This is an optimization exercise on Yosys and OpenROAD, whose aim is a short achievable clock period and few clock cycles, not a production implementation.
In this exercise RTL edits were held to simulation tests only and were not proved equivalent to the original.
No activity file was given, so power comes from the tool's default toggle rates.

### design/flow/flow/run.sh
#!/bin/bash
set -euo pipefail
export BUFFER_PORTS_ARGS="-buffer_cell sky130_fd_sc_hd__buf_4"
bash standard.sh > flow_standard.log 2>&1
### design/flow/standard.sh
#!/bin/bash
# synth_recipe.tcl (not shown) runs the flow's synth.tcl, then flattens the netlist and writes it again
# the make line also repeats each setting of config.mk as NAME=value (left out here)
make -C /OpenROAD-flow-scripts/flow DESIGN_CONFIG=/design/flow/config.mk WORK_HOME=/design/flow/orfs CLKGATE_MAP_FILE= SYNTH_SCRIPT=/design/flow/synth_recipe.tcl "${@:-finish}"
### design/flow/config.mk
export PLATFORM = sky130hd
export DESIGN_NAME = d16_core
export DESIGN_NICKNAME = d16_core
export VERILOG_FILES = /design/flow/design.v
export SDC_FILE = /design/flow/constraint.sdc
export NUM_CORES = 4
export LEC_CHECK = 0
export ABC_CLOCK_PERIOD_IN_PS = 3800
export CAP_MARGIN = 20
export CORE_MARGIN = 2
export CORE_UTILIZATION = 40
export CTS_CLUSTER_DIAMETER = 100
export CTS_CLUSTER_SIZE = 20
export PLACE_DENSITY = 0.6
export SETUP_SLACK_MARGIN = 5
export SLEW_MARGIN = 20
### design/flow/constraint.sdc
create_clock -name core_clock -period 9.0 [get_ports {clk}]
set_input_delay 1.8000 -clock core_clock [delete_from_list [all_inputs] [get_ports {clk}]]
set_output_delay 1.8000 -clock core_clock [all_outputs]
set_load 0.01 [all_outputs]
### design/flow/design.v
`timescale 1ns/1ps
module d16_core(
    input         clk,
    input         rst_n,
    output [14:0] mem_addr,    
    output [1:0]  mem_wmask,   
    output [15:0] mem_wdata,
    input  [15:0] mem_rdata    
);
    reg [15:0] r0, r1, r2, r3, r4, r5, r6, r7;
    reg [15:0] lr;
    reg        fz, fc, fs, fv;      
    reg        lrflag;              
    reg [14:0] fpc;                 
    reg        fvld;                
    reg [14:0] fa;                  
    reg        dv;                  
    reg        dcomp;               
    reg        dwait;               
    reg        stall;               
    reg        arm_xret;            
    reg        arm_xj;              
    reg        arm_d;               
    reg        arm_w;               
    reg        arm_rej;             
    reg        arm_xret_f;          
    reg        arm_xj_f;            
    reg [14:0] abase;               
    reg [15:0] imm;                 
    reg [15:0] npc;                 
    reg [15:0] opa;                 
    reg [15:0] opb;                 
    reg [15:0] opd;                 
    reg [15:0] opdn;                
    reg [2:0]  ia, ib, widx, rdw;   
    reg        ctrue;               
    reg        use_a, use_b, a_lr, d2imm, disp, bytef;
    reg        o_add, o_sub, o_adc, o_sbb, o_cmp, o_mov, o_and, o_or, o_xor,
               o_test, o_not, o_neg, o_shl, o_shr, o_sar, o_rol, o_set,
               o_ldst, o_push, o_pop, o_pushlr, o_jreg, o_jimm, o_jmp, o_call, o_ret,
               o_exw, o_mem, o_ldw, o_st, o_pushd;
    reg [15:0] ir;                  
    reg [14:0] ipc;                 
    reg        o_jc;                
    reg [31:0] cv;
    reg [9:0]  ctg [0:31];
    reg [15:0] cw0 [0:31];
    reg [15:0] cw1 [0:31];
    reg [31:0] c2w;                 
    reg        hvld;                
    reg        fl_v;                
    reg [14:0] fl_pc;
    reg [15:0] fl_w0, fl_w1;
    reg [15:0] hw0, hw1;
    reg        mreq;
    reg [14:0] maddr;
    reg [1:0]  mwmask;
    reg [15:0] mwdata;
    reg        mld;                 
    reg [2:0]  mrd;
    reg        mbyte, msel;
    reg        wld;
    reg [2:0]  wrd;
    reg        wbyte, wsel;
    function [15:0] rsel;
        input [2:0] s;
        input [15:0] a0, a1, a2, a3, a4, a5, a6, a7;
        case (s)
            3'd0: rsel = a0; 3'd1: rsel = a1; 3'd2: rsel = a2; 3'd3: rsel = a3;
            3'd4: rsel = a4; 3'd5: rsel = a5; 3'd6: rsel = a6; default: rsel = a7;
        endcase
    endfunction
    function cond_true;
        input [3:0] c;
        input z, cy, s, v;
        case (c)
            4'h0: cond_true = 1'b0;
            4'h1: cond_true = z;
            4'h2: cond_true = ~z;
            4'h3: cond_true = v;
            4'h4: cond_true = ~v;
            4'h5: cond_true = ~cy & ~z;
            4'h6: cond_true = cy | z;
            4'h7: cond_true = ~s;
            4'h8: cond_true = s;
            4'h9: cond_true = cy;
            4'hA: cond_true = ~cy;
            4'hB: cond_true = ~(s ^ v);
            4'hC: cond_true = ~(s ^ v) & ~z;
            4'hD: cond_true = (s ^ v) | z;
            4'hE: cond_true = s ^ v;
            default: cond_true = 1'b1;
        endcase
    endfunction
    function [16:0] ksadd;
        input [15:0] x, y;
        input ci;
        reg [15:0] g, p, gg, pp;
        integer i, k;
        begin
            g = x & y; p = x ^ y;
            gg = g; pp = p;
            for (k = 1; k < 16; k = k * 2)
                for (i = 15; i >= k; i = i - 1) begin
                    gg[i] = gg[i] | (pp[i] & gg[i-k]);
                    pp[i] = pp[i] & pp[i-k];
                end
            gg = gg | (pp & {16{ci}});    
            ksadd = {gg[15], p ^ {gg[14:0], ci}};
        end
    endfunction
    function zsum;
        input [15:0] x, y;
        input ci;
        zsum = ~|((x ^ y) ^ {x[14:0] | y[14:0], ci});
    endfunction
    function [14:0] inc15;
        input [14:0] x;
        reg [14:0] c;
        integer i, k;
        begin
            c = {x[13:0], 1'b1};
            for (k = 1; k < 15; k = k * 2)
                for (i = 14; i >= k; i = i - 1)
                    c[i] = c[i] & c[i-k];
            inc15 = x ^ c;
        end
    endfunction
    wire [15:0] w = hvld ? hw0 : mem_rdata;       
    wire [6:0]  wop = w[14:8];
    wire p_movb = !w[15] && (wop >= 7'h05) && (wop <= 7'h0C);
    wire p_add  = wop == 7'h01, p_sub = wop == 7'h02, p_push = wop == 7'h03,
         p_pop  = wop == 7'h04, p_and = wop == 7'h0E, p_or   = wop == 7'h0F,
         p_xor  = wop == 7'h10, p_not = wop == 7'h11, p_neg  = wop == 7'h12,
         p_ld   = wop == 7'h13, p_st  = wop == 7'h14, p_cmp  = wop == 7'h15,
         p_jmp  = wop == 7'h16, p_call = wop == 7'h17, p_ret = wop == 7'h18,
         p_shl  = wop == 7'h19, p_shr = wop == 7'h1A, p_rol  = wop == 7'h1B,
         p_adc  = wop == 7'h1F, p_sbb = wop == 7'h20, p_set  = wop == 7'h21,
         p_test = wop == 7'h22, p_pushlr = wop == 7'h23, p_sar = wop == 7'h24;
    wire p_mov   = p_movb || wop == 7'h0D;
    wire p_stack = p_push | p_pop | p_pushlr;
    wire p_alu2  = p_add | p_sub | p_adc | p_sbb | p_and | p_or | p_xor |
                   p_cmp | p_test | p_shl | p_shr | p_sar | p_rol;
    wire p_wr    = (p_alu2 & ~p_cmp & ~p_test) | p_mov | p_not | p_neg | p_set;
    wire [2:0] p_ia  = w[2:0];
    wire [2:0] p_ib  = w[5:3] ^ {3{p_stack}};
    wire [2:0] p_rdw = p_movb ? (w[10:8] - 3'd5) : w[2:0];
    wire p_alr   = p_ret | p_pushlr;
    wire p_use_a = p_alu2 | p_not | p_neg | p_st | (p_push & ~w[15]) |
                   ((p_jmp | p_call) & ~w[15]);
    wire p_use_b = (~w[15] & (p_alu2 | (p_mov & ~p_movb) | p_ld | p_st)) |
                   ((p_ld | p_st) & w[15] & w[6]) | p_stack;
    wire        fire  = dcomp & ~stall;
    wire [15:0] a = opa;
    wire [15:0] d = opd;
    wire [16:0] sum = ksadd(a, d, o_adc & fc);
    wire [16:0] difc = ksadd(a, opdn, ~(o_sbb & fc));
    wire [16:0] dif = {~difc[16], difc[15:0]};
    wire [16:0] negc = ksadd(~a, 16'h0000, 1'b1);
    wire [16:0] shl17 = (|d[15:5]) ? 17'b0 : ({1'b0, a} << d[4:0]);
    wire [15:0] shr16 = (|d[15:4]) ? 16'b0 : (a >> d[3:0]);
    wire [15:0] sar16 = $signed(a) >>> d[3:0];
    wire [31:0] rol32 = {a, a} << d[3:0];
    wire [15:0] rol16 = rol32[31:16];
    wire [16:0] bsum = ksadd(opb, imm, 1'b0);
    wire [15:0] ldst_addr = disp ? bsum[15:0] : d;
    wire [16:0] spd = ksadd(opb, 16'hfffe, 1'b0);
    wire [15:0] sp_dec = spd[15:0];
    wire [15:0] sp_inc = {inc15(opb[15:1]), opb[0]};
    wire        pushlr_b = (opb[15:1] == 15'd0);
    wire addf = o_add | o_adc;
    wire subf = o_sub | o_sbb | o_cmp;
    wire [16:0] resc =
        ({17{addf}}           & sum) |
        ({17{subf}}           & dif) |
        ({17{o_mov}}          & {1'b0, d}) |
        ({17{o_and | o_test}} & {1'b0, a & d}) |
        ({17{o_or}}           & {1'b0, a | d}) |
        ({17{o_xor}}          & {1'b0, a ^ d}) |
        ({17{o_not}}          & {1'b0, ~a}) |
        ({17{o_neg}}          & {1'b0, negc[15:0]}) |
        ({17{o_shl}}          & shl17) |
        ({17{o_shr}}          & {1'b0, shr16}) |
        ({17{o_sar}}          & {1'b0, sar16}) |
        ({17{o_rol}}          & {1'b0, rol16}) |
        ({17{o_ldst}}         & {1'b0, ldst_addr}) |
        ({17{o_push}}         & {1'b0, sp_dec}) |
        ({17{o_pushlr}}       & {pushlr_b, sp_dec}) |
        ({17{o_jreg | o_ret}} & {1'b0, a}) |
        ({17{o_jimm}}         & {1'b0, d}) |
        ({17{o_set}}          & {16'b0, ctrue});
    wire [15:0] res   = resc[15:0] | ({16{o_pop}} & opb);       
    wire [15:0] ex_val = resc[15:0] | ({16{o_pop}} & sp_inc);   
    wire keepc = o_ldst | o_push | o_pop;
    wire ovop = addf | subf;
    wire d2s  = subf ? ~d[15] : d[15];
    wire zo_sel = ~(addf | subf | (o_ldst & disp) | o_push | o_pushlr | o_neg);
    wire [15:0] res_z =                   
        ({16{o_mov | o_jimm | (o_ldst & ~disp)}} & d) |
        ({16{o_and | o_test}} & (a & d)) |
        ({16{o_or}}           & (a | d)) |
        ({16{o_xor}}          & (a ^ d)) |
        ({16{o_not}}          & ~a) |
        ({16{o_shl}}          & shl17[15:0]) |
        ({16{o_shr}}          & shr16) |
        ({16{o_sar}}          & sar16) |
        ({16{o_rol}}          & rol16) |
        ({16{o_pop}}          & opb) |
        ({16{o_jreg | o_ret}} & a) |
        ({16{o_set}}          & {15'b0, ctrue});
    wire n_fz = (addf & zsum(a, d, o_adc & fc)) |
                (subf & zsum(a, opdn, ~(o_sbb & fc))) |
                (o_ldst & disp & zsum(opb, imm, 1'b0)) |
                ((o_push | o_pushlr) & zsum(opb, 16'hfffe, 1'b0)) |
                (o_neg & (a == 16'b0)) |
                (zo_sel & (res_z == 16'b0));
    wire n_fc = keepc ? fc : resc[16];
    wire n_fs = res[15];
    wire n_fv = ovop && (a[15] == d2s) && (a[15] != res[15]);
    wire ex_redirect = arm_xret | (arm_xj & ctrue);
    wire ex_we   = fire && o_exw;
    wire lr_we   = fire && ((o_call && ctrue) || ((o_jmp || o_ret) && lrflag));
    wire [15:0] ldata = !wbyte ? mem_rdata : (wsel ? {8'h00, mem_rdata[15:8]} : {8'h00, mem_rdata[7:0]});
    wire d_redirect = arm_d & ctrue;
    wire accept     = (fvld || hvld) && !ex_redirect && (dwait || !dv || fire);
    wire reject     = arm_rej;
    wire new_instr  = accept && !dwait;
    wire imm_arrive = accept && dwait;
    wire [14:0] nfa_o = ex_redirect ? opa[15:1] : reject ? fa : fpc;    
    wire [14:0] nfa   = d_redirect ? mem_rdata[15:1] : nfa_o;
    wire [14:0] nfa1  = d_redirect  ? inc15(mem_rdata[15:1]) :
                        ex_redirect ? inc15(opa[15:1]) :
                        reject      ? fpc : inc15(fpc);
    wire sel_w = arm_w & ctrue;
    wire [14:0] addr_o = mreq ? maddr : nfa_o;
    wire exr_f = arm_xret_f | (arm_xj_f & ctrue);
    assign mem_addr  = sel_w ? mem_rdata[15:1] : exr_f ? opa[15:1] : abase;
    wire nfa_start = !d_redirect & (ex_redirect | reject |
                     (hvld ? 1'b1 : fvld ? (dwait | !mem_rdata[15]) : !dwait));
    wire [4:0] cix = nfa_o[4:0];
    wire [14:0] xo = opa[15:1];
    wire hit_o = cv[xo[4:0]] & (ctg[xo[4:0]] == xo[14:5]);
    wire hit_a = cv[fa[4:0]] & (ctg[fa[4:0]] == fa[14:5]);
    wire hit_p = cv[fpc[4:0]] & (ctg[fpc[4:0]] == fpc[14:5]);
    wire hit = nfa_start & (ex_redirect ? hit_o : reject ? hit_a : hit_p);
    function [14:0] after;          
        input [14:0] x;
        input two;
        reg [14:0] t;
        begin
            t = inc15({1'b0, x[14:1]});
            after = two ? {t[13:0], x[0]} : inc15(x);
        end
    endfunction
    wire [14:0] cnx_sel = ex_redirect ? after(xo, c2w[xo[4:0]]) :
                          reject ? after(fa, c2w[fa[4:0]]) : after(fpc, c2w[fpc[4:0]]);
    wire [14:0] fa_n  = hit ? nfa_o : !mreq ? nfa : fa;
    wire [14:0] fpc_n = hit ? cnx_sel : !mreq ? nfa1 : nfa;
    wire [14:0] maddr_n = (fire && o_mem) ?
                          (o_pop ? opb[15:1] : o_ldst ? ldst_addr[15:1] : sp_dec[15:1]) : maddr;
    assign mem_wmask = mwmask & {2{rst_n}};
    assign mem_wdata = mwdata;
    function [15:0] fwd;
        input [2:0] i;
        input [15:0] cur;
        begin
            if (ex_we && widx == i) fwd = ex_val;
            else if (wld && wrd == i) fwd = ldata;
            else fwd = cur;
        end
    endfunction
    wire [15:0] rf_a = rsel(p_ia, r0, r1, r2, r3, r4, r5, r6, r7);
    wire [15:0] rf_bp = fwd(w[5:3], rsel(w[5:3], r0, r1, r2, r3, r4, r5, r6, r7));
    wire [15:0] rf_bi = fwd(~w[5:3], rsel(~w[5:3], r0, r1, r2, r3, r4, r5, r6, r7));
    wire [15:0] rf_b = p_stack ? rf_bi : rf_bp;
    wire       mld_n = fire && o_ldw;
    wire       wld_n = mld && !(ex_we && widx == mrd);
    wire [2:0] ia_n  = new_instr ? p_ia : ia;
    wire [2:0] ib_n  = new_instr ? p_ib : ib;
    wire       ua_n  = new_instr ? p_use_a : use_a;
    wire       ub_n  = new_instr ? p_use_b : use_b;
    wire stall_n = (mld_n && ((ua_n && rdw == ia_n) || (ub_n && rdw == ib_n))) ||
                   (wld_n && ((ua_n && mrd == ia_n) || (ub_n && mrd == ib_n)));
    wire fz_a = fire ? n_fz : fz;
    wire fc_a = fire ? n_fc : fc;
    wire fs_a = fire ? n_fs : fs;
    wire fv_a = fire ? n_fv : fv;
    wire ct_z1 = cond_true(w[6:3], 1'b1, fc_a, fs_a, fv_a);
    wire ct_z0 = cond_true(w[6:3], 1'b0, fc_a, fs_a, fv_a);
    wire ctrue_n = new_instr ? (fz_a ? ct_z1 : ct_z0) : ctrue;
    wire dcomp_n = ex_redirect ? 1'b0 : imm_arrive ? 1'b1 : new_instr ? (hvld | !w[15]) : fire ? 1'b0 : dcomp;
    wire dwait_n = ex_redirect ? 1'b0 : imm_arrive ? 1'b0 : new_instr ? (!hvld & w[15]) : fire ? 1'b0 : dwait;
    wire jimm_n  = new_instr ? ((p_jmp | p_call) & w[15]) : o_jimm;
    wire jreg_n  = new_instr ? ((p_jmp | p_call) & ~w[15]) : o_jreg;
    wire ret_n   = new_instr ? p_ret : o_ret;
    wire mreq_n  = fire & o_mem;
    wire fvld_n  = !mreq & !hit;
    wire jc_n    = new_instr ? (hvld & (p_jmp | p_call) & w[15]) : o_jc;
    wire issue_n = dcomp_n & ~stall_n;
    always @(posedge clk) begin
        if (!rst_n) begin
            r0 <= 0; r1 <= 0; r2 <= 0; r3 <= 0; r4 <= 0; r5 <= 0; r6 <= 0; r7 <= 0;
            lr <= 0;
            fz <= 1'b1; fc <= 1'b0; fs <= 1'b0; fv <= 1'b0;
            lrflag <= 1'b0;
            fpc <= 15'd0; fvld <= 1'b0; fa <= 15'd0;
            cv <= 32'd0; hvld <= 1'b0; fl_v <= 1'b0;
            dv <= 1'b0; dcomp <= 1'b0; dwait <= 1'b0; stall <= 1'b0;
            ctrue <= 1'b0;
            arm_xret <= 1'b0; arm_xj <= 1'b0; arm_d <= 1'b0; arm_w <= 1'b0; arm_rej <= 1'b0;
            arm_xret_f <= 1'b0; arm_xj_f <= 1'b0; abase <= 15'd0;
            mreq <= 1'b0; mwmask <= 2'b00; mld <= 1'b0;
            wld <= 1'b0;
        end else begin
            r0 <= fwd(3'd0, r0); r1 <= fwd(3'd1, r1); r2 <= fwd(3'd2, r2); r3 <= fwd(3'd3, r3);
            r4 <= fwd(3'd4, r4); r5 <= fwd(3'd5, r5); r6 <= fwd(3'd6, r6); r7 <= fwd(3'd7, r7);
            if (fire) begin
                fz <= n_fz; fc <= n_fc; fs <= n_fs; fv <= n_fv;
                if (o_call) lrflag <= ctrue;
                else if (!(o_jmp || o_ret)) lrflag <= 1'b0;
            end
            if (lr_we) lr <= npc;
            mld   <= mld_n;
            mrd   <= rdw;
            wld   <= wld_n;
            wrd   <= mrd;
            wbyte <= mbyte;
            wsel  <= msel;
            stall <= stall_n;
            ctrue <= ctrue_n;
            arm_xret <= issue_n & ret_n;
            arm_xj   <= issue_n & (jreg_n | jc_n);
            arm_d    <= dwait_n & jimm_n & fvld_n;
            arm_w    <= dwait_n & jimm_n & fvld_n & !mreq_n;
            arm_rej  <= (fvld_n | hit) & dcomp_n & stall_n;
            arm_xret_f <= issue_n & ret_n & !mreq_n;
            arm_xj_f   <= issue_n & (jreg_n | jc_n) & !mreq_n;
            abase    <= mreq_n ? maddr_n : ((fvld_n | hit) & dcomp_n & stall_n) ? fa_n : fpc_n;
            if (fire && o_mem) begin
                mreq   <= 1'b1;
                maddr  <= maddr_n;
                msel   <= ldst_addr[0];
                mbyte  <= o_ldst & bytef;
                mwmask <= !(o_st | o_pushd) ? 2'b00 :
                          !(o_st & bytef) ? 2'b11 :
                          ldst_addr[0] ? 2'b10 : 2'b01;
                mwdata <= o_pushlr ? opa :
                          o_push ? (d2imm ? imm : opa) :
                          bytef ? {opa[7:0], opa[7:0]} : opa;
            end else begin
                mreq   <= 1'b0;
                mwmask <= 2'b00;
            end
            if (ex_redirect) begin
                dv <= 1'b0; dcomp <= 1'b0; dwait <= 1'b0;
            end else if (imm_arrive) begin
                imm <= w;
                dcomp <= 1'b1; dwait <= 1'b0;
            end else if (new_instr) begin
                dv <= 1'b1;
                dcomp <= hvld | !w[15];
                dwait <= !hvld & w[15];
                imm <= (hvld & w[15]) ? hw1 : {8'h00, w[7:0]};
                npc <= {(!hvld & w[15]) ? inc15(fpc) : fpc, 1'b0};
                ir <= w; ipc <= fa;
                o_jc <= hvld & (p_jmp | p_call) & w[15];
                ia <= p_ia; ib <= p_ib; rdw <= p_rdw;
                widx <= p_stack ? p_ib : p_rdw;
                use_a <= p_use_a; use_b <= p_use_b; a_lr <= p_alr;
                d2imm <= w[15] | p_movb;
                disp <= w[15] & w[6];
                bytef <= w[7];
                o_add <= p_add; o_sub <= p_sub; o_adc <= p_adc; o_sbb <= p_sbb;
                o_cmp <= p_cmp; o_mov <= p_mov; o_and <= p_and; o_or <= p_or; o_xor <= p_xor;
                o_test <= p_test; o_not <= p_not; o_neg <= p_neg; o_shl <= p_shl;
                o_shr <= p_shr; o_sar <= p_sar; o_rol <= p_rol; o_set <= p_set;
                o_ldst <= p_ld | p_st; o_st <= p_st;
                o_push <= p_push; o_pop <= p_pop; o_pushlr <= p_pushlr;
                o_pushd <= p_push | p_pushlr;
                o_jreg <= (p_jmp | p_call) & ~w[15];
                o_jimm <= (p_jmp | p_call) & w[15];
                o_jmp <= p_jmp; o_call <= p_call; o_ret <= p_ret;
                o_exw <= p_wr | p_stack;
                o_mem <= p_ld | p_st | p_stack;
                o_ldw <= p_ld | (p_pop && p_rdw != p_ib);
            end else if (fire) begin
                dv <= 1'b0; dcomp <= 1'b0; dwait <= 1'b0;
            end
            if (new_instr) begin
                opa <= p_alr ? (lr_we ? npc : lr) :
                       (hvld & w[15] & (p_jmp | p_call)) ? hw1 : fwd(p_ia, rf_a);
                opb <= rf_b;
                opd <= p_movb ? {8'h00, w[7:0]} : (hvld & w[15]) ? hw1 : rf_b;
                opdn <= ~(p_movb ? {8'h00, w[7:0]} : (hvld & w[15]) ? hw1 : rf_b);
            end else begin
                if (!a_lr) opa <= fwd(ia, opa);
                opb <= fwd(ib, opb);
                if (!d2imm) begin opd <= fwd(ib, opd); opdn <= ~fwd(ib, opd); end
                else if (imm_arrive) begin opd <= w; opdn <= ~w; end
            end
            fl_v <= fire;
            fl_pc <= ipc;
            fl_w0 <= ir;
            fl_w1 <= imm;
            if (fl_v) begin
                cv[fl_pc[4:0]] <= 1'b1;
                c2w[fl_pc[4:0]] <= fl_w0[15];
            end
            hvld <= hit;
            hw0 <= cw0[cix];
            hw1 <= cw1[cix];
            fa  <= fa_n;
            fpc <= fpc_n;
            fvld <= fvld_n;
        end
    end
    always @(posedge clk)
        if (fl_v) begin
            ctg[fl_pc[4:0]] <= fl_pc[14:5];
            cw0[fl_pc[4:0]] <= fl_w0;
            cw1[fl_pc[4:0]] <= fl_w1;
        end
endmodule
==> impl_metrics.tcl, run 1 <==
set metrics [dict create \
    path_class "input pin to flip-flop" \
    seq_power_share 0.480 \
    synth_top_family_by_area "multiplexers" \
    holdPathEnd "fl_w0[15]$_DFFE_PP_" \
    vias 76000 \
    vdd_drop_max_v 0.000177 \
    io_buffers 50 \
    crit_required_ns 9.75 \
    grt_pass1_wl_mm 567 \
    post-place-ws_ns 2.75 \
    area_delta_synth_final_pct 15.5 \
    ys_ff_latch 1907 \
    r2r_end "opd[13]$_DFFE_PP_" \
    status "finished clean" \
    grt_pass1_vias 71300 \
    synth.cell_area_um2 99500 \
    end_kind "flip-flop" \
    setup_violations 0 \
    avgSynthCellArea_um2 12.4 \
    fmax_mhz 234 \
    cts_buffers 112 \
    whs_path_depth 0 \
    clk_pin_slew_ns 0.09 \
    rows 183 \
    maxCapViolCount 0 \
    worstPathMaxFanout 9 \
    hold_violations 0 \
    avgViaCountPerCell 6.59 \
    clkSinkCount 1907 \
    dp.final_hpwl_mm 253 \
    cts-root-buf "clkbuf_16" \
    max_stage_delay_ns 0.48 \
    synthSimpleGateAreaFrac 0.0952 \
    share_comb_of_total_power 0.261 \
    rrSetupSlack_ns 4.74 \
    switching_share 0.317 \
    ant_nets 0 \
    synth_compound_area_frac 0.113 \
    syn_nets 8147 \
    dieWidth_um 503 \
    synthAdderAreaFrac 0.0152 \
    clkPwrFrac 0.259 \
    min_path_type "flip-flop to flip-flop" \
    async_flop_share 0 \
    fin_crit_ns 4.28 \
    period_share 0.475 \
    antenna_found_initial 19 \
    nNetsFinal 8274 \
    cp-start-kind "input pin" \
    slew_violations 0 \
    drt_wl_total_mm 414 \
    syn_inst 8010 \
    grt.total_usage 0.317 \
    muxShareOfSynthArea 0.167 \
    crit_slowest_cell "or3_4" \
    holdWs_ns 0.424 \
    leakage_nw 38.5 \
    r2r-start "opb[2]$_DFFE_PP_" \
    drc 0 \
    clock_skew_ns 0.0659 \
    die_area_um2 253000 \
    cp_data_arrival_time_ns 5.03 \
    place_area_um2 104000 \
    clock_latency_ns 0.85 \
    fin_tns_setup_ns 0 \
    synth_edf_count 1656 \
    slew_headroom 0.106 \
    final_cell_mix "edfxtp_1 (1,656), nand2_1 (768), nor2_1 (592)" \
    critPathTopFamily "compound AO/OA/AOI/OAI gates" \
    grt_max_degree 95 \
    yosys_warnings 1 \
    cts-htree-levels 3 \
    ys.flop_type "edfxtp_1" \
    start_util 0.401 \
    tightest_slew_ns 1.33 \
    critPathBufInv 3 \
    worstPathCellList "buf_8 > mux2i_4 > inv_2 > ha_4 > or2_4 > buf_4 > a21o_1 > a2bb2o_2 > o2bb2ai_2 > o32a_1 > a21boi_4 > or3_4 > nand3_4 > nor2_4 > o21a_1 > o32ai_2" \
    net-switching-power_mw 6.77 \
    hold_start "ir[15]$_DFFE_PP_" \
    synth.distinct_cells 107 \
    synth_xor_area_frac 0.0235 \
    setup_slack_ns 4.72 \
    core_area_um2 248000 \
    ioPinCount 51 \
    cts_buffer_depth 3 \
    wl_per_cell_um 35.9 \
    grt-ovfl-total 0 \
    final_common_cell "edfxtp_1" \
    dr.pass1.iters 9 \
    final_area_um2 115000 \
    ys_seq_area_frac 0.550 \
    drt_first_iter_violations 11100 \
    internal-power_mw 14.5 \
    p_per_area_nw_per_um2 186 \
    reg2regPathDepth 15 \
    drive_gt1_frac 0.234 \
    rsz0062_at_grt "true" \
    cts_tree "yes" \
    globalplace.congestion 1.01 \
    die_h_um 503 \
]
[cell type report]
type | count | area, um2
Clock buffer | 147 | 2980
Clock inverter | 25 | 394
Sequential cell | 1907 | 54800
Tap cell | 3330 | 4170
Timing Repair Buffer | 655 | 7390
Fill cell | 22000 | 133000
Multi-Input combinational cell | 5291 | 44400
Inverter | 170 | 746
Antenna cell | 4 | 10.0
[synthesized netlist by cell type, types with 13 or more instances]
library cell | count | area share
a211o_1 | 15 | 0.0013
a211oi_1 | 82 | 0.0062
a21o_1 | 32 | 0.0024
a21oi_1 | 411 | 0.021
a221o_1 | 15 | 0.0015
a221oi_1 | 54 | 0.0048
a222oi_1 | 28 | 0.0028
a22o_1 | 22 | 0.0019
a22oi_1 | 93 | 0.0070
a311oi_1 | 44 | 0.0039
a31oi_1 | 41 | 0.0026
and2_1 | 45 | 0.0028
and3_1 | 50 | 0.0031
buf_1 | 74 | 0.0028
buf_2 | 103 | 0.0052
buf_4 | 27 | 0.0020
buf_6 | 23 | 0.0026
clkbuf_1 | 422 | 0.016
dfxtp_1 | 251 | 0.051
edfxtp_1 | 1656 | 0.50
ha_1 | 116 | 0.015
inv_1 | 158 | 0.0060
mux2_2 | 99 | 0.011
mux2i_1 | 428 | 0.043
mux4_2 | 495 | 0.11
nand2_1 | 792 | 0.030
nand2b_1 | 43 | 0.0027
nand3_1 | 183 | 0.0092
nand4_1 | 53 | 0.0033
nor2_1 | 664 | 0.025
nor2b_1 | 49 | 0.0031
nor3_1 | 100 | 0.0050
nor4_1 | 36 | 0.0023
o211ai_1 | 118 | 0.0089
o21a_1 | 23 | 0.0017
o21ai_0 | 505 | 0.025
o221ai_1 | 47 | 0.0041
o22ai_1 | 71 | 0.0045
o31ai_1 | 14 | 0.0011
or2_2 | 13 | 0.00082
or3_1 | 21 | 0.0013
xnor2_1 | 189 | 0.017
xor2_1 | 78 | 0.0069
[metal layers]
layer  share of wire  GRT usage  vias to the layer above  wire [um]
met5         0.00013          0                        -         54
met4           0.068      0.166                        8      28300
met3            0.10     0.0644                     1168      42900
met2            0.45      0.492                     4983     185000
met1            0.38      0.422                    38800     157000
li1                -          -                    31000          -
[registers in the layout, summed over array words and instances (netlist names), 32 cells and up, named ones only]
| register | cells |
|---|---|
| c2w | 32 |
| cv | 32 |
| cw0 | 512 |
| ctg | 320 |
| cw1 | 512 |
[power by group through the flow]
stage	combinational (mW)	sequential, mW	clock [mW]
after floorplan	3.19	10.2	0
after global placement	4.51	10.5	0
after detailed placement	4.52	10.5	0
after CTS	5.24	10.2	5.60
after global routing	5.76	10.3	5.88
final	5.56	10.2	5.51
[worst max path at each step]
stage / from / cells past startpoint / endpoint
after floorplan: mem_rdata[9] / 16 / abase[4]$_SDFF_PN0_
after global placement: mem_rdata[8] / 14 / abase[5]$_SDFF_PN0_
after detailed placement: mem_rdata[8] / 14 / abase[5]$_SDFF_PN0_
after CTS: mem_rdata[8] / 15 / abase[10]$_SDFF_PN0_
after global routing: mem_rdata[8] / 15 / opdn[1]$_DFFE_PP_
final: mem_rdata[9] / 16 / abase[10]$_SDFF_PN0_
[kinds of logic after synthesis]
kind of cell / after synthesis
compound gates: 1750
flops: 1907
fa+ha+maj: 119
mux: 1027
xor+xnor: 267
buf+inv: 819
simple gates: 2121
[through the flow]
step                total power [mW]  cells   util
floorplan                       13.4   8010      -
global placement                15.0  11000  0.418
detailed placement              15.0  11000  0.419
CTS                             21.1  11400  0.454
global route                    21.9  11500  0.463
finish                          21.3  11500  0.463
[timing repair]
action                                  in CTS  in global routing
hold buffers                                 0                  0
gates resized for setup                    572                265
endpoints found under the setup margin     363                209
buffers inserted                           233                 94
cloned                                      34                 10
pin swaps                                  102                 92
Testbench counts, summed over its fixed seeds: cycles 51,829.
==> run 2, diff against run 1 <==
--- a/design/flow/config.mk
+++ b/design/flow/config.mk
@@ -7,10 +7,10 @@
 export LEC_CHECK = 0
 export ABC_CLOCK_PERIOD_IN_PS = 3800
-export CAP_MARGIN = 20
+export CAP_MARGIN = 25
 export CORE_MARGIN = 2
-export CORE_UTILIZATION = 40
+export CORE_UTILIZATION = 50
 export CTS_CLUSTER_DIAMETER = 100
 export CTS_CLUSTER_SIZE = 20
-export PLACE_DENSITY = 0.6
+export PLACE_DENSITY = 0.7
 export SETUP_SLACK_MARGIN = 5
 export SLEW_MARGIN = 20
==> impl_metrics.tcl, run 2 <==
set metrics [dict create \
    status "finished clean" \
    final_common_cell "edfxtp_1" \
    synth.top_cell.area_share 0.500 \
    critPathBufInv 3 \
    grt_util_met2 0.557 \
    slew_headroom 0.231 \
    start_util 0.503 \
    holdWs_ns 0.429 \
    crit_slowest_cell "mux4_2" \
    cp_common_cell "buf_4" \
    ioPinCount 51 \
    grt_max_degree 115 \
    globalplace.congestion 1.06 \
    yosys_warnings 1 \
    yosysMostFrequentCell "edfxtp_1" \
    core_area_um2 198000 \
    clock_skew_ns 0.0911 \
    min_path_type "flip-flop to flip-flop" \
    crit_required_ns 9.54 \
    wl_per_cell_um 35.7 \
    yosys-top-cells-area "edfxtp_1 (50%), mux4_2 (11%), dfxtp_1 (5.1%)" \
    cp-start-kind "flip-flop" \
    grt.total_usage 0.369 \
    rsz0062_at_grt "true" \
    worstPathCellList "buf_4 > mux4_2 > mux2_2 > inv_1 > nor2_1 > o31ai_2 > and3_1 > nand2_1 > a221oi_4 > o21ai_1 > buf_4 > o221ai_4 > nor2_2 > or4_1" \
    syn_nets 8147 \
    drive_gt1_frac 0.223 \
    cts-htree-levels 3 \
    nNetsFinal 8238 \
    die_area_um2 203000 \
    final_cell_mix "edfxtp_1 (1,656), nand2_1 (766), nor2_1 (596)" \
    end_kind "flip-flop" \
    critPathTopFamily "simple AND/OR/NAND/NOR gates" \
    vdd_drop_max_v 0.000199 \
    r2r-start "opa[6]$_DFFE_PP_" \
    die_h_um 450 \
    avgViaCountPerCell 7.06 \
    grt-ovfl-total 0 \
    drt_first_iter_violations 12300 \
    p_per_area_nw_per_um2 186 \
    setup_violations 0 \
    vias 76200 \
    grt_pass1_vias 71200 \
    dp.final_hpwl_mm 237 \
    cts_buffers 110 \
    grt_pass1_wl_mm 535 \
    hold_violations 0 \
    area_delta_synth_final_pct 13.5 \
    rows 163 \
    cp_data_arrival_time_ns 4.91 \
    antenna_found_initial 14 \
    syn_inst 8010 \
    grt_util_met1 0.479 \
    dr.pass1.iters 9 \
    ys_seq_area_frac 0.550 \
    async_flop_share 0 \
    fin_crit_ns 4.37 \
    slew_violations 0 \
    dieWidth_um 450 \
    synth.distinct_cells 107 \
    clkSinkCount 1907 \
    clock_latency_ns 0.87 \
    period_share 0.485 \
    drc 0 \
    drt_wl_total_mm 386 \
    tightest_slew_ns 1.15 \
    ys_ff_latch 1907 \
    path_class "flip-flop to flip-flop" \
    top_usage_layer "met2" \
    worstPathMaxFanout 20 \
    fmax_mhz 229 \
    io_buffers 50 \
    leakage_nw 38.1 \
    cts_tree "yes" \
    fin_tns_setup_ns 0 \
    yosys.area.top_type "edfxtp_1" \
    synthTopCellsByCount "edfxtp_1 (1,656), nand2_1 (792), nor2_1 (664)" \
    synth_edf_count 1656 \
    grt_use_met3 0.0935 \
    crit_start "opa[6]$_DFFE_PP_" \
    maxCapViolCount 0 \
    ant_nets 0 \
    hold_start "mbyte$_DFFE_PP_" \
    synth.cell_area_um2 99500 \
    ys.flop_type "edfxtp_1" \
    holdBufCountCts 0 \
    clk_pin_slew_ns 0.09 \
    cts-root-buf "clkbuf_16" \
    cts_buffer_depth 3 \
    max_stage_delay_ns 0.54 \
    avgSynthCellArea_um2 12.4 \
]
run 2: cell counts after synthesis:
No cell type changed its count.
run 2: metrics by stage:
stage	cell area, um2	total power [mW]	cells	worst slack [ns]	util
floorplan	99800	13.4	8010	4.09	-
global placement	103000	14.9	10300	2.86	0.520
finish	113000	21.0	10800	4.63	0.571
CTS	111000	20.6	10700	4.68	0.560
global route	113000	21.5	10800	4.58	0.571
detailed placement	103000	14.9	10300	2.93	0.521
run 2: power breakdown:
| group | switching (mW) | internal (mW) |
|---|---|---|
| sequential | 0.407 | 9.84 |
| combinational | 3.13 | 2.22 |
| clock | 3.02 | 2.34 |
| total | 6.55 | 14.4 |
run 2: path summary, 6_finish.rpt:
kind | slack (ns) | end | cells after the start
worst max-delay path | 4.63 | opd[13]$_DFFE_PP_ | 14
worst min-delay path | 0.43 | wbyte$_DFFE_PP_ | 0
worst max register to register | 4.63 | opd[13]$_DFFE_PP_ | 14
worst min register to register | 0.43 | wbyte$_DFFE_PP_ | 0
run 2: area by class of cell:
cell class	instances	area [um2]
well taps	2640	3300
flip-flops and latches	1907	54800
multi-input cells	5288	43800
clock buffers	145	2910
fillers	15700	84700
repair buffers	624	6960
clock inverters	19	337
diodes	8	20.0
inverters	170	748
run 2: repair_timing:
action | 4_1_cts | 5_1_grt
pin swaps | 59 | 97
gates resized for setup | 523 | 257
buffers inserted | 228 | 82
gates cloned | 18 | 10
endpoints found under the setup margin | 249 | 164
run 2: cells by family (layout without fill, tap and decap cells):
group	count (synthesis)	after routing	synth area share
AND/OR/NAND/NOR	2121	2125	0.0952
multiplexers	1027	1027	0.167
AO/OA/AOI/OAI	1750	1750	0.113
adder cells (fa/ha/maj)	119	119	0.0152
XOR/XNOR	267	267	0.0235
flip-flops	1907	1907	0.550
buffers and inverters	819	958	0.0349
other	0	8	0
run 2: worst reg2reg max path, cell delays in order, from the launching register on:
cell and delay [ns]:
edfxtp_1 0.53, buf_4 0.34, mux4_2 0.55, mux2_2 0.27, inv_1 0.09, nor2_1 0.06, o31ai_2 0.35, and3_1 0.29
nand2_1 0.13, a221oi_4 0.34, o21ai_1 0.12, buf_4 0.20, o221ai_4 0.25, nor2_2 0.09, or4_1 0.53
run 2: per-layer routing:
metal	part of all wire	vias to the layer above
met5	0.00019	-
met4	0.079	10
met3	0.13	1421
met2	0.44	5963
met1	0.35	37900
li1	-	30900
==> run 3, diff against run 2 <==
--- a/design/flow/config.mk
+++ b/design/flow/config.mk
@@ -6,11 +6,11 @@
 export NUM_CORES = 4
 export LEC_CHECK = 0
-export ABC_CLOCK_PERIOD_IN_PS = 3800
+export ABC_CLOCK_PERIOD_IN_PS = 3500
 export CAP_MARGIN = 25
 export CORE_MARGIN = 2
-export CORE_UTILIZATION = 50
+export CORE_UTILIZATION = 40
 export CTS_CLUSTER_DIAMETER = 100
 export CTS_CLUSTER_SIZE = 20
-export PLACE_DENSITY = 0.7
+export PLACE_DENSITY = 0.6
 export SETUP_SLACK_MARGIN = 5
 export SLEW_MARGIN = 20
==> impl_metrics.tcl, run 3 <==
set metrics [dict create \
    grt_pass1_vias 71600 \
    synth.cell_area_um2 99500 \
    fin_tns_setup_ns 0 \
    p_per_area_nw_per_um2 184 \
    async_flop_share 0 \
    final_area_um2 116000 \
    slew_violations 0 \
    hold_start "ir[0]$_DFFE_PP_" \
    worstPathMaxFanout 6 \
    drt_wl_total_mm 415 \
    dr.pass1.iters 14 \
    wl_per_cell_um 35.8 \
    seq_power_share 0.478 \
    start_util 0.401 \
    min_path_type "flip-flop to flip-flop" \
    crit_start "mem_rdata[8]" \
    ys_ff_latch 1907 \
    drive_gt1_frac 0.242 \
    setup_violations 0 \
    holdBufCountCts 0 \
    synth_xor_area_frac 0.0235 \
    grt.total_usage 0.318 \
    clock_skew_ns 0.0469 \
    muxShareOfSynthArea 0.167 \
    cts_buffers 111 \
    end_kind "flip-flop" \
    grt-ovfl-total 0 \
    nNetsFinal 8349 \
    clkPwrFrac 0.258 \
    internal-power_mw 14.6 \
    period_share 0.481 \
    hold_violations 0 \
    synthTopCellsByCount "edfxtp_1 (1,656), nand2_1 (792), nor2_1 (664)" \
    slew_headroom 0.213 \
    rows 183 \
    place_area_um2 104000 \
    drc 0 \
    net-switching-power_mw 6.78 \
    cp-start-kind "input pin" \
    ys_seq_area_frac 0.550 \
    final_cell_mix "edfxtp_1 (1,656), nand2_1 (761), nor2_1 (594)" \
    synth_compound_area_frac 0.113 \
    clock_latency_ns 0.85 \
    maxCapViolCount 0 \
    avgViaCountPerCell 6.60 \
    leakage_nw 39.1 \
    dieWidth_um 503 \
    switching_share 0.317 \
    synth.top_cell.area_share 0.500 \
    die_h_um 503 \
    share_comb_of_total_power 0.264 \
    core_area_um2 248000 \
    synth_edf_count 1656 \
    cts_tree "yes" \
    cp_data_arrival_time_ns 5.02 \
    antenna_found_initial 17 \
    path_class "input pin to flip-flop" \
    ys.flop_type "edfxtp_1" \
    grt_pass1_wl_mm 567 \
    yosysMostFrequentCell "edfxtp_1" \
    cts-root-buf "clkbuf_16" \
    drt_first_iter_violations 11200 \
    yosys-top-cells-area "edfxtp_1 (50%), mux4_2 (11%), dfxtp_1 (5.1%)" \
    yosys_warnings 1 \
    fmax_mhz 231 \
    io_buffers 50 \
    rsz0062_at_grt "true" \
    cts_buffer_depth 3 \
    clk_pin_slew_ns 0.10 \
    globalplace.congestion 1.01 \
    synthAdderAreaFrac 0.0152 \
    vias 76600 \
    cts-htree-levels 3 \
    synthSimpleGateAreaFrac 0.0952 \
    dp.final_hpwl_mm 253 \
    synth_top_family_by_area "multiplexers" \
    ioPinCount 51 \
    syn_nets 8147 \
    area_delta_synth_final_pct 16.6 \
    tightest_slew_ns 1.15 \
    r2r-start "opa[8]$_DFFE_PP_" \
    grt_max_degree 95 \
    vdd_drop_max_v 0.000188 \
    clkSinkCount 1907 \
    ant_nets 0 \
    syn_inst 8010 \
    die_area_um2 253000 \
    crit_required_ns 9.69 \
    avgSynthCellArea_um2 12.4 \
    synth.distinct_cells 107 \
    status "finished clean" \
    fin_crit_ns 4.33 \
    final_common_cell "edfxtp_1" \
    yosys.area.top_type "edfxtp_1" \
]
run 3: cell count changes in the layout (fill, tap and decap cells not counted), sizes merged, moves of 3 or more:
cell	delta
bufbuf	+14
buf	+91
clkbuf	+7
diode	-4
nand2	+3
clkinv	-3
clkinvlp	+3
run 3: layout make-up:
type / count / area (um2)
inverters: 170 / 738
multi-input cells: 5291 / 44500
repair buffers: 731 / 8410
flip-flops and latches: 1907 / 54800
clock buffers: 150 / 2990
clock inverters: 21 / 358
diodes: 4 / 10.0
well taps: 3330 / 4170
fillers: 21900 / 132000
run 3: critical path: stages:
cell and delay (ns):
buf_12 0.13, mux2i_4 0.24, inv_4 0.09, ha_4 0.18
or2_4 0.26, a31oi_4 0.16, nor3_2 0.06, or4_4 0.46
o32a_1 0.32, a21boi_4 0.14, or3_4 0.47, nand2_8 0.17
nor2_4 0.08, o31a_1 0.32, o2bb2ai_2 0.11
run 3: cell families (layout without fill, tap and decap cells):
family,Yosys count,in the layout
AOI/OAI and AO/OA,1750,1750
xor gates and xnor gates,267,267
adders and majority gates,119,119
buffers and inverters,819,1072
DFF,1907,1907
muxes,1027,1027
other,0,4
and+or+nand+nor,2121,2128
run 3: metal layers:
metal / wire length [um] / GRT usage / share of wire
met4: 28500 / 0.175 / 0.069
met5: 97 / 0 / 0.00023
met2: 185000 / 0.489 / 0.45
met3: 46000 / 0.0698 / 0.11
met1: 155000 / 0.417 / 0.37
run 3: path summary, 6_finish.rpt:
path | endpoint | slack [ns] | cells past startpoint
max | abase[9]$_SDFF_PN0_ | 4.67 | 15
min | fl_w0[0]$_DFFE_PP_ | 0.41 | 0
max reg2reg | opd[13]$_DFFE_PP_ | 4.70 | 15
min reg2reg | fl_w0[0]$_DFFE_PP_ | 0.41 | 0
run 3: power groups by stage:
stage | clock [mW] | sequential, mW | combinational, mW
2_1_floorplan | 0 | 10.2 | 3.19
3_3_place_gp | 0 | 10.5 | 4.51
3_5_place_dp | 0 | 10.5 | 4.53
4_1_cts | 5.58 | 10.2 | 5.25
5_1_grt | 5.85 | 10.2 | 5.84
6_report | 5.51 | 10.2 | 5.64
run 3: metrics by stage:
step	std cells	hold WS [ns]	util	setup slack (ns)	power (mW)
after global routing	11600	0.431	0.468	4.62	21.9
final	11600	0.415	0.468	4.67	21.4
after detailed placement	11000	0.405	0.419	2.76	15.0
after CTS	11500	0.425	0.455	4.76	21.0
after floorplan	8010	0.400	-	4.09	13.4
after global placement	11000	0.400	0.418	2.67	15.0
run 3: what timing repair did:
action	CTS	global route
buffers inserted	261	124
gates resized for setup	555	329
gates cloned	35	11
pin swaps	94	99
setup endpoints to repair	361	173

[what the ideal ports hide]
How much do the figures lean on ideal ports? The routed layouts below were timed once more, with nothing changed but the port constraints. Step 1: set_driving_cell puts a clkbuf_16 on clk and a buf_2 on each other input, an assumption about the parent block. Step 2 moves the port delays by t, midway between the first and last clock arrival at a register: inputs arrive t later, outputs are due t later. That takes back most of the time a late clock gives input paths. a / b / c = no drivers / after step 1 / after step 2; a / b = the first two.
run	t, ns	setup slack, ns	worst setup path after step 2	cell pins on the clock port's net
run 1	0.929	4.723 / 4.649 / 3.749	input to register	1
run 2	0.913	4.633 / 4.633 / 3.726	input to register	1
run 3	0.926	4.672 / 4.634 / 3.708	input to register	1
After both steps every run listed still meets setup and hold. For run 1, which loses most, drivers alone change the setup slack by -0.074 ns; drivers and shift together by -0.974 ns.
